From an optimization exercise on the open Yosys and OpenROAD flow, aimed at small area; shortcuts taken in it are not production practice.
Only simulation tests tie the RTL to the original design; equivalence was not proved.
No activity file was given, so power comes from the tool's default toggle rates.

==> design/flow/design.v <==
`timescale 1ns / 1ps
module counter #(size = 8) (clk, rst, ld, ld_val, en, up, val);
    input clk, rst, ld, en, up;
    input [size-1:0] ld_val;
    output reg [size-1:0] val;
    always @(posedge clk, posedge rst) begin
        if (rst) begin
            val <= 0;
        end else if (ld) begin
            val <= ld_val;
        end else if (en) begin
            val <= (up) ? val+1 : val-1;
        end
    end
endmodule
module slow_clk #(reload_ge = 0) (clk, rst, n, clk_out);
    input clk, rst;
    input [31:0] n;
    output reg clk_out;
    wire [31:0] counter_slow_clk_val;
    wire counter_slow_clk_load;
    wire counter_slow_clk_reload = reload_ge ? (counter_slow_clk_val >= n) : (counter_slow_clk_val == n);
    always @(posedge clk, posedge rst) begin
        if (rst) begin
            clk_out <= 0;
        end else if (counter_slow_clk_reload) begin
            clk_out <= ~clk_out;
        end
    end
    counter #(32) counter_slow_clk(clk, rst, counter_slow_clk_load, 0, 1, 1, counter_slow_clk_val);
    assign counter_slow_clk_load = counter_slow_clk_reload;
endmodule
module pos_edge_det (clk, rst, sig, pos_edge);
    input clk, rst, sig;
    output pos_edge;
    reg sig_dly;
    always @(posedge clk, posedge rst) begin
        if (rst) begin
            sig_dly <= 0;
        end else begin
            sig_dly <= sig;
        end
    end
    assign pos_edge = ~sig_dly & sig;
endmodule
module async_to_sync (clk, rst, slow_clk_pe, async, sync);
    input clk, rst, slow_clk_pe, async;
    output reg sync;
    reg intermediate;
    always @(posedge clk, posedge rst) begin
        if (rst) begin
            intermediate <= 0;
            sync <= 0;
        end else if (slow_clk_pe) begin
            intermediate <= async;
            sync <= intermediate;
        end
    end
endmodule
module button_handle (clk, rst, slow_clk_pe, bt_in, bt_out);
    input clk, rst, slow_clk_pe, bt_in;
    output bt_out;
    wire bt_out_intermediate;
    async_to_sync async_to_sync_0 (clk, rst, slow_clk_pe, bt_in, bt_out_intermediate);
    pos_edge_det pos_edge_det_0 (clk, rst, bt_out_intermediate, bt_out);
endmodule
module pwm #(duty_size = 8, cycl_size = 8) (clk, rst, duty_in, cycl_in, pwm_out);
    input clk, rst;
    input [duty_size-1:0] duty_in;
    input [cycl_size-1:0] cycl_in;
    output pwm_out;
    wire [duty_size-1:0] counter_duty_val;
    wire counter_duty_ld, counter_duty_en, slow_clk_cycl;
    counter #(duty_size) counter_duty (clk, rst, counter_duty_ld, 0, counter_duty_en, 1, counter_duty_val);
    assign counter_duty_ld = (counter_duty_val == 254);
    slow_clk #(1) slow_clk_freq (clk, rst, {24'b0, cycl_in}, slow_clk_cycl);
    pos_edge_det pos_edge_det_counter_duty_en (clk, rst, slow_clk_cycl, counter_duty_en);
    assign pwm_out = (counter_duty_val < duty_in);
endmodule
module pwm_in_sync #(duty_size = 8, cycl_size = 8) (clk, rst, increase_duty, decrease_duty, increase_freq, decrease_freq, pwm_out);
    input clk, rst, increase_duty, decrease_duty, increase_freq, decrease_freq;
    output pwm_out;
    reg [duty_size-1:0] duty_in, duty_in_n;
    reg [cycl_size-1:0] cycl_in, cycl_in_n;
    always @(posedge clk, posedge rst) begin
        if (rst) begin
            duty_in <= 0;
            cycl_in <= 0;
        end else begin
            duty_in <= duty_in_n;
            cycl_in <= cycl_in_n;
        end
    end
    always @(duty_in, increase_duty, decrease_duty) begin
        if (increase_duty & duty_in < 255) begin
            duty_in_n <= duty_in + 1;
        end else if (decrease_duty & duty_in > 0) begin
            duty_in_n <= duty_in - 1;
        end else begin
            duty_in_n <= duty_in;
        end
    end
    always @(cycl_in, increase_freq, decrease_freq) begin
        if (decrease_freq & cycl_in < 255) begin
            cycl_in_n <= cycl_in + 1;
        end else if (increase_freq & cycl_in > 0) begin
            cycl_in_n <= cycl_in - 1;
        end else begin
            cycl_in_n <= cycl_in;
        end
    end
    pwm #(duty_size, cycl_size) pwm_0 (clk, rst, duty_in, cycl_in, pwm_out);
endmodule
module pwm_in_button #(n = 49, duty_size = 8, cycl_size = 8) (clk, rst, increase_duty_bt, decrease_duty_bt, increase_freq_bt, decrease_freq_bt, pwm_out);
    input clk, rst, increase_duty_bt, decrease_duty_bt, increase_freq_bt, decrease_freq_bt;
    output pwm_out;
    wire increase_duty, decrease_duty, increase_freq, decrease_freq, clk100Hz, clk100Hz_pe;
    button_handle button_handle_inc_duty (clk, rst, clk100Hz_pe, increase_duty_bt, increase_duty);
    button_handle button_handle_dec_duty (clk, rst, clk100Hz_pe, decrease_duty_bt, decrease_duty);
    button_handle button_handle_inc_freq (clk, rst, clk100Hz_pe, increase_freq_bt, increase_freq);
    button_handle button_handle_dec_freq (clk, rst, clk100Hz_pe, decrease_freq_bt, decrease_freq);
    pwm_in_sync #(duty_size, cycl_size) pwm_in_sync_0 (clk, rst, increase_duty, decrease_duty, increase_freq, decrease_freq, pwm_out);
    slow_clk slow_clk_0(clk, rst, n, clk100Hz);
    pos_edge_det pos_edge_det_clk100Hz(clk, rst, clk100Hz, clk100Hz_pe);
endmodule
==> design/flow/run.sh <==
#!/bin/bash
# synth_recipe.tcl (not shown) runs the flow's synth.tcl, then flattens the netlist and writes it again
# the make line also repeats each setting of config.mk as NAME=value (left out here)
make -C /OpenROAD-flow-scripts/flow DESIGN_CONFIG=/design/flow/config.mk WORK_HOME=/design/flow/orfs CLKGATE_MAP_FILE= SYNTH_SCRIPT=/design/flow/synth_recipe.tcl finish
==> design/flow/config.mk <==
export PLATFORM = sky130hd
export DESIGN_NAME = pwm_in_button
export DESIGN_NICKNAME = pwm_in_button
export VERILOG_FILES = /design/flow/design.v
export SDC_FILE = /design/flow/constraint.sdc
export NUM_CORES = 4
export LEC_CHECK = 0
export CAP_MARGIN = 20
export CORE_MARGIN = 2
export CORE_UTILIZATION = 40
export SLEW_MARGIN = 20
==> design/flow/constraint.sdc <==
create_clock -name core_clock -period 5.0 [get_ports {clk}]
set_input_delay 1.0000 -clock core_clock [delete_from_list [all_inputs] [get_ports {clk}]]
set_output_delay 1.0000 -clock core_clock [all_outputs]
set_load 0.01 [all_outputs]
==> qor.txt, run 1 <==
setup violators final: 0
Finished Cell Area: 5540 µm²
detailed-route via count: 3131
Final Max Tran Viols: 0
RSZ-0062 raised after global routing: false
setup TNS: 0 ns
Worst VDD drop: 183 µV
initial core utilization: 41.1%
DRC viols: 0
final period utilization: 68.4%
initial DRC count: 184
Worst-Skew Late Latency: 0.34 ns
CTS Sinks: 104
Post-synth ARST share: 100%
EDFF count, synth: 0
Relative slew margins: 48.9%
Synth warnings: 13
Mapped Cells: 442
CTS Hold Bufs: 0
status: timing/DRC/antenna clean
first-pass GRT wire length: 14900 µm
FMAX: 292 MHz
Post-DP Area: 5250 µm²
hold_ws: 0.388 ns
Worst-Margin Slew: 0.765 ns
Max Root-Sink Buffers: 2
diode count: 0
Arr. time, crit path: 2.42 ns
commonest register cell after synthesis: dfrtp_1
largest net degree at the start of global routing: 80
Routed Antenna Nets: 0
Post-CTS Resized: 0
DR WL/cell: 12.8 µm
NumNets Final: 519
post-layout minimum cycle time: 3.42 ns
Core Region: 12000 µm²
CTS tree: yes
gpl congestion: 0.774
syn_area_per_cell: 11.2 µm²
routed wire length: 8030 µm
Min-Delay Path Class: reg2reg
Fin. Hold Viols: 0
IO Pins: 7
crit path launch type: flop
all-layer global routing usage: 14.2%
Post-CTS Setup Bufs: 0
pre-CTS WS: 1.96 ns
Unique masters post-synth: 42
R2R setup slack: 2.40 ns
IO buf count: 6
Mapped Area: 4930 µm²
total CTS buffers: 9
setup ws final: 1.58 ns
HPWL Detailed: 5640 µm
CP max FO: 6
pwr/cell area: 276 nW/µm²
Worst-path clk slew: 0.07 ns
full die area: 13200 µm²
# rows: 40
Synth-to-Final Area Change: 12.4%
DIE WIDTH: 115 µm
Vias/cell: 4.98
grt total ovfl: 0
Req. time, crit path: 4.00 ns
root buf cell: clkbuf_16
Seq/Total Area, Yosys: 52.8%
vias in the first global route: 3221
Leak: 2.55 nW
initial antenna violation count: 0
Fill cells: 1127
htree depth: 3
post-route clock skew: 0.00800 ns
drt pass-1 iters: 4
Yosys reg bits: 104
layout cells sized above 1: 7.68%
critical path class: reg2out
max-cap check violation count: 0
Die Y: 115 µm
Critical Path End Type: output pin
Total Power: 0.00153 W
state kept, by name, summed over array words and instances (netlist names), 8 cells and up:
signal	count
pwm_in_sync_0.cycl_in	8
pwm_in_sync_0.duty_in	8
pwm_in_sync_0.pwm_0.counter_duty.val	8
pwm_in_sync_0.pwm_0.slow_clk_freq.counter_slow_clk.val	32
slow_clk_0.counter_slow_clk.val	32
cells by family after synthesis:
| logic type | count (synthesis) | synth area share [%] |
|---|---|---|
| fa+ha+maj | 34 | 8.93 |
| flops | 104 | 52.8 |
| mux | 12 | 2.69 |
| simple gates | 147 | 15.7 |
| compound gates | 58 | 7.49 |
| buf+inv | 30 | 2.41 |
| other cells | 1 | 0.0760 |
| xor+xnor | 56 | 9.95 |
cell usage in the layout, fill, tap and decap left out, types with 3 or more instances in the layout:
master / n
nor2_1: 34
nand2b_1: 4
a211oi_1: 4
nor4_1: 14
inv_1: 25
ha_1: 32
nand4_1: 15
a21oi_1: 19
nand3_2: 4
xor2_1: 19
nand2_1: 27
and3_1: 9
o21ai_0: 11
conb_1: 23
o21ai_1: 3
dfrtp_1: 104
mux2_2: 10
clkbuf_16: 9
nor3_1: 7
o21a_1: 3
a21o_1: 9
xnor2_1: 37
nor2b_1: 4
clkdlybuf4s50_1: 6
nand3_1: 20
critical path, stage by stage, from the launching register on:
cell and delay [ns]:
dfrtp_1 0.46, inv_1 0.08, ha_1 0.28, a21o_1 0.15, a21o_1 0.18, a21oi_1 0.18
o21ai_1 0.09, o21ai_0 0.10, clkdlybuf4s50_1 0.56
metal layers:
layer  up-vias  wire, µm  GRT usage, %
li1       1588         -             -
met1      1510      4030          19.5
met2        23      3690          22.2
met3        10       161          2.53
met4         0       156          6.27
met5         -         0             0
worst paths after layout:
check                                                            startpoint                                       endpoint  cells past startpoint
worst max-delay path                               pwm_in_sync_0.duty_in[1]                                        pwm_out                      8
worst min-delay path            button_handle_dec_freq.async_to_sync_0.sync  button_handle_dec_freq.pos_edge_det_0.sig_dly                      0
min in group asynchronous                                               rst            slow_clk_0.counter_slow_clk.val[23]                      2
worst max register to register                     pwm_in_sync_0.cycl_in[0]                       pwm_in_sync_0.cycl_in[7]                     10
worst min register to register  button_handle_dec_freq.async_to_sync_0.sync  button_handle_dec_freq.pos_edge_det_0.sig_dly                      0
max in group asynchronous                                               rst                       pwm_in_sync_0.cycl_in[3]                      4
final cells by class:
class,count,area (µm²),area share (%)
Multi-Input combinational cell,330,2290,41.4
Clock buffer,10,239,4.31
Clock inverter,4,30.0,0.542
Inverter,26,100,1.81
Timing Repair Buffer,8,95.1,1.72
Sequential cell,104,2600,47.0
Tap cell,147,184,3.32
synthesized netlist by cell type (3+ instances only):
library cell | instances | area, µm²
dfrtp_1 | 104 | 2600
xnor2_1 | 37 | 324
nor2_1 | 34 | 128
ha_1 | 32 | 400
nand2_1 | 27 | 101
inv_1 | 26 | 97.6
nand3_1 | 20 | 100
a21oi_1 | 19 | 95.1
xor2_1 | 19 | 166
nand4_1 | 15 | 93.8
nor4_1 | 14 | 87.6
o21ai_0 | 11 | 55.1
mux2_2 | 10 | 113
a21o_1 | 9 | 67.6
and3_1 | 9 | 56.3
nor3_1 | 7 | 35.0
a211oi_1 | 4 | 30.0
nand2b_1 | 4 | 25.0
nand3_2 | 4 | 40.0
nor2b_1 | 4 | 25.0
o21a_1 | 3 | 22.5
o21ai_1 | 3 | 15.0
metrics by stage:
step / utilization (%) / instances
finish: 46.1 / 629
global route: 46.1 / 629
CTS: 45.9 / 628
detailed placement: 43.7 / 614
global placement: 43.7 / 614
floorplan: - / 464
power by group:
| part | switching, W | total (W) | internal (W) |
|---|---|---|---|
| Clock | 0.000301 | 0.000649 | 0.000348 |
| Combinational | 0.0000192 | 0.0000263 | 0.00000716 |
| Sequential | 0.00000248 | 0.000853 | 0.000850 |
| Total | 0.000323 | 0.00153 | 0.00121 |
==> run 2: changes to the inputs <==
==> design/flow/design.v (replaced) <==
`timescale 1ns / 1ps
module pwm_in_button (clk, rst, increase_duty_bt, decrease_duty_bt, increase_freq_bt, decrease_freq_bt, pwm_out);
    input clk, rst, increase_duty_bt, decrease_duty_bt, increase_freq_bt, decrease_freq_bt;
    output pwm_out;
    integer i;
    reg [5:0] db_cnt;
    reg       db_clk;
    wire      db_wrap = db_cnt[5] & db_cnt[4] & db_cnt[0];    
    wire      tick = db_clk & ~|db_cnt;
    reg [5:0] db_nxt;
    reg       db_c;
    always @* begin
        db_c = 1'b1;
        for (i = 0; i < 6; i = i + 1) begin
            db_nxt[i] = ~db_wrap & (db_cnt[i] ^ db_c);
            db_c = db_c & db_cnt[i];
        end
    end
    always @(posedge clk, posedge rst) begin
        if (rst) begin
            db_cnt <= 0;
            db_clk <= 0;
        end else begin
            db_cnt <= db_nxt;
            db_clk <= db_clk ^ db_wrap;
        end
    end
    wire [3:0] bt = {decrease_freq_bt, increase_freq_bt, decrease_duty_bt, increase_duty_bt};
    reg  [3:0] bt_s1, bt_s2, bt_dly;
    wire [3:0] bt_pulse = bt_s2 & ~bt_dly;
    always @(posedge clk, posedge rst) begin
        if (rst) begin
            bt_s1 <= 0;
            bt_s2 <= 0;
            bt_dly <= 0;
        end else begin
            if (tick) begin
                bt_s1 <= bt;
                bt_s2 <= bt_s1;
            end
            bt_dly <= bt_s2;
        end
    end
    reg [7:0] duty, cycl, duty_nxt, cycl_nxt;
    reg       d_dn, d_go, d_all, c_dn, c_go, c_all, d_t, c_t;
    always @* begin
        d_dn  = bt_pulse[1] & ~(bt_pulse[0] & ~&duty);
        d_all = 1'b1;
        for (i = 0; i < 8; i = i + 1) d_all = d_all & (duty[i] ^ d_dn);
        d_go  = (bt_pulse[0] | bt_pulse[1]) & ~d_all;
        d_t   = d_go;
        for (i = 0; i < 8; i = i + 1) begin
            duty_nxt[i] = duty[i] ^ d_t;
            d_t = d_t & (duty[i] ^ d_dn);
        end
        c_dn  = bt_pulse[2] & ~(bt_pulse[3] & ~&cycl);
        c_all = 1'b1;
        for (i = 0; i < 8; i = i + 1) c_all = c_all & (cycl[i] ^ c_dn);
        c_go  = (bt_pulse[2] | bt_pulse[3]) & ~c_all;
        c_t   = c_go;
        for (i = 0; i < 8; i = i + 1) begin
            cycl_nxt[i] = cycl[i] ^ c_t;
            c_t = c_t & (cycl[i] ^ c_dn);
        end
    end
    always @(posedge clk, posedge rst) begin
        if (rst) begin
            duty <= 0;
            cycl <= 0;
        end else begin
            duty <= duty_nxt;
            cycl <= cycl_nxt;
        end
    end
    reg [7:0] fd_cnt, fd_nxt;
    reg       fd_clk;
    reg       fd_lt, fd_c;
    always @* begin
        fd_lt = 1'b0;    
        for (i = 0; i < 8; i = i + 1)
            fd_lt = (~fd_cnt[i] & cycl[i]) | (~(fd_cnt[i] ^ cycl[i]) & fd_lt);
        fd_c = 1'b1;
        for (i = 0; i < 8; i = i + 1) begin
            fd_nxt[i] = fd_lt & (fd_cnt[i] ^ fd_c);
            fd_c = fd_c & fd_cnt[i];
        end
    end
    wire fd_reload = ~fd_lt;
    wire en = fd_clk & ~|fd_cnt;
    always @(posedge clk, posedge rst) begin
        if (rst) begin
            fd_cnt <= 0;
            fd_clk <= 0;
        end else begin
            fd_cnt <= fd_nxt;
            fd_clk <= fd_clk ^ fd_reload;
        end
    end
    reg [7:0] pc, pc_nxt;
    reg       pc_c, pc_lt;
    wire      pc_wrap = &pc[7:1];
    always @* begin
        pc_c = en;
        for (i = 0; i < 8; i = i + 1) begin
            pc_nxt[i] = ~pc_wrap & (pc[i] ^ pc_c);
            pc_c = pc_c & pc[i];
        end
        pc_lt = 1'b0;
        for (i = 0; i < 8; i = i + 1)
            pc_lt = (~pc[i] & duty[i]) | (~(pc[i] ^ duty[i]) & pc_lt);
    end
    always @(posedge clk, posedge rst) begin
        if (rst)
            pc <= 0;
        else
            pc <= pc_nxt;
    end
    assign pwm_out = pc_lt;
endmodule
==> run 2 against run 1 <==
Against the previous run:
- routed wire length is 39% lower
- register-to-register slack worse by 0.04 ns
- setup slack better by 0.026 ns
- die area fell by 38%
- non-clock buffer count is 1 lower
- cell area down 41%
- power shrank 52%
- core utilization shrank 1.2 points
- global-route usage is 0.88 points lower
- synthesized cell count is 36% lower
- critical endpoint unchanged
- largest cell class is now multi-input combinational cells
- highest routed layer unchanged
==> qor.txt, run 2 <==
Worst-path clk slew: 0.09 ns
Req. time, crit path: 4.00 ns
Post-synth ARST share: 100%
htree depth: 2
critical path class: reg2out
initial antenna violation count: 0
all-layer global routing usage: 13.3%
NumNets Final: 327
root buf cell: clkbuf_8
post-layout minimum cycle time: 3.40 ns
total CTS buffers: 5
gpl congestion: 0.831
layout cells sized above 1: 10.0%
drt pass-1 iters: 5
CP max FO: 9
final period utilization: 67.9%
Leak: 1.52 nW
met1 Usage GRT: 16.8%
Mapped Area: 2980 µm²
met2 GRT Util: 22.5%
syn_area_per_cell: 10.6 µm²
GRT met3 Usage: 2.50%
IO buf count: 6
Max Root-Sink Buffers: 2
CTS Sinks: 52
setup violators final: 0
Arr. time, crit path: 2.40 ns
post-route clock skew: 0.00317 ns
most common cell in the netlist: dfrtp_1
Synth warnings: 1
Worst-Skew Late Latency: 0.31 ns
Total Power: 0.000729 W
# rows: 31
Fin. Hold Viols: 0
FMAX: 295 MHz
Synth top cells by count: 52 x dfrtp_1, 33 x ha_1, 20 x inv_1
setup TNS: 0 ns
detailed-route via count: 2006
CTS tree: yes
pwr/cell area: 224 nW/µm²
Yosys reg bits: 52
most common cell after layout, fill and taps aside: dfrtp_1
Post-CTS Resized: 0
DIE WIDTH: 90.3 µm
commonest register cell after synthesis: dfrtp_1
Post-CTS Setup Bufs: 0
max-cap check violation count: 0
Mapped Cells: 281
diode count: 0
Die Y: 90.3 µm
most frequent cells in the layout: 52 x dfrtp_1, 33 x ha_1, 19 x inv_1
Worst VDD drop: 123 µV
DR WL/cell: 12.7 µm
IO Pins: 7
Seq/Total Area, Yosys: 43.7%
HPWL Detailed: 3530 µm
register area: 1300 µm²
crit path launch type: flop
EDFF count, synth: 0
leading area contributor after synthesis: dfrtp_1
Fill cells: 700
Worst-Margin Slew: 0.730 ns
routed wire length: 4930 µm
hold_ws: 0.408 ns
Unique masters post-synth: 48
final core utilization: 45.0%
Synth area leaders: dfrtp_1 44%, ha_1 14%, xnor2_1 3.8%, mux2_2 3.0%, xor2_1 2.9%
Core Region: 7210 µm²
Min-Delay Path Class: reg2reg
DRC viols: 0
CTS Hold Bufs: 0
busiest grt layer: met2
initial core utilization: 41.3%
status: timing/DRC/antenna clean
largest net degree at the start of global routing: 53
post-synth top area share: 43.7%
vias in the first global route: 1992
area of the multi-input gates: 1570 µm²
Synth-to-Final Area Change: 8.95%
full die area: 8150 µm²
grt total ovfl: 0
Relative slew margins: 50.9%
Vias/cell: 5.17
Critical Path End Type: output pin
initial DRC count: 72
Routed Antenna Nets: 0
Final Max Tran Viols: 0
first-pass GRT wire length: 8930 µm
RSZ-0062 raised after global routing: false
run 2: area by class of cell:
class                           count  area share [%]
Tap cell                           99            3.82
Clock buffer                        5            2.12
Clock inverter                      3            1.31
Timing Repair Buffer                7            2.08
Inverter                           20            2.31
Sequential cell                    52            40.1
Multi-Input combinational cell    202            48.3
run 2: final timing paths:
kind,startpoint,to,slack (ns),cells after the start
max,duty[1],pwm_out,1.60,8
max in group asynchronous,rst,pc[3],3.40,3
min reg2reg,bt_s2[0],bt_dly[0],0.41,0
max reg2reg,fd_cnt[0],pc[7],2.36,13
min in group asynchronous,rst,duty[7],1.17,3
min,bt_s2[0],bt_dly[0],0.41,0
run 2: cells by family (layout without fill, tap and decap cells):
family	after synthesis	count (layout)	synth area share (%)
xor+xnor	23	23	6.76
fa+ha+maj	33	33	13.9
compound gates	40	40	10.5
mux	8	8	3.02
flops	52	52	43.7
simple gates	98	98	18.2
buf+inv	27	35	3.95
run 2: critical path, stage by stage, from the launching register on:
cell	delay [ns]
dfrtp_1	0.48
ha_1	0.33
nand2_1	0.07
nor2_1	0.04
o21a_1	0.16
o21ai_0	0.14
a21oi_1	0.09
o41a_1	0.31
clkdlybuf4s50_1	0.48
run 2: layer usage:
layer	vias to the layer above	part of all wire (%)
met5	-	0
met4	0	1.2
met3	6	2.1
met2	17	48
met1	973	49
li1	1010	-
run 2: power by group:
group	internal [W]	switching, W
combinational	0.00000515	0.00000876
sequential	0.000422	0.000000721
clock	0.000148	0.000144
total	0.000575	0.000153
run 2: stage by stage:
stage                     setup slack (ns)  cells  cell area, µm²
after CTS                             1.58    388            3250
after global placement                1.96    380            3130
after global routing                  1.47    388            3250
final                                 1.60    388            3250
after detailed placement              1.95    380            3130
after floorplan                       2.55    281            2980

[re-timing with driven ports]
The results above use ideal ports. As a check the final layouts listed here were re-extracted and re-timed, cells and wires unchanged. Step 1: set_driving_cell puts a clkbuf_16 on clk and a buf_2 on each other input, an assumption about the parent block. Step 2 also shifts input and output timing later by t, the mid clock arrival at the registers, as if the neighbouring blocks saw the same clock. Slacks: ideal / step 1 / step 2; pairs: ideal / step 1.
run | t (ns) | setup WS [ns] | worst setup path after step 2 | clock arrival spread, ns
run 1 | 0.378 | 1.579 / 1.543 / 1.920 | register to output | 0.008 / 0.009
run 2 | 0.336 | 1.605 / 1.577 / 1.912 | register to output | 0.004 / 0.003
After both steps setup and hold are still met in every run listed.
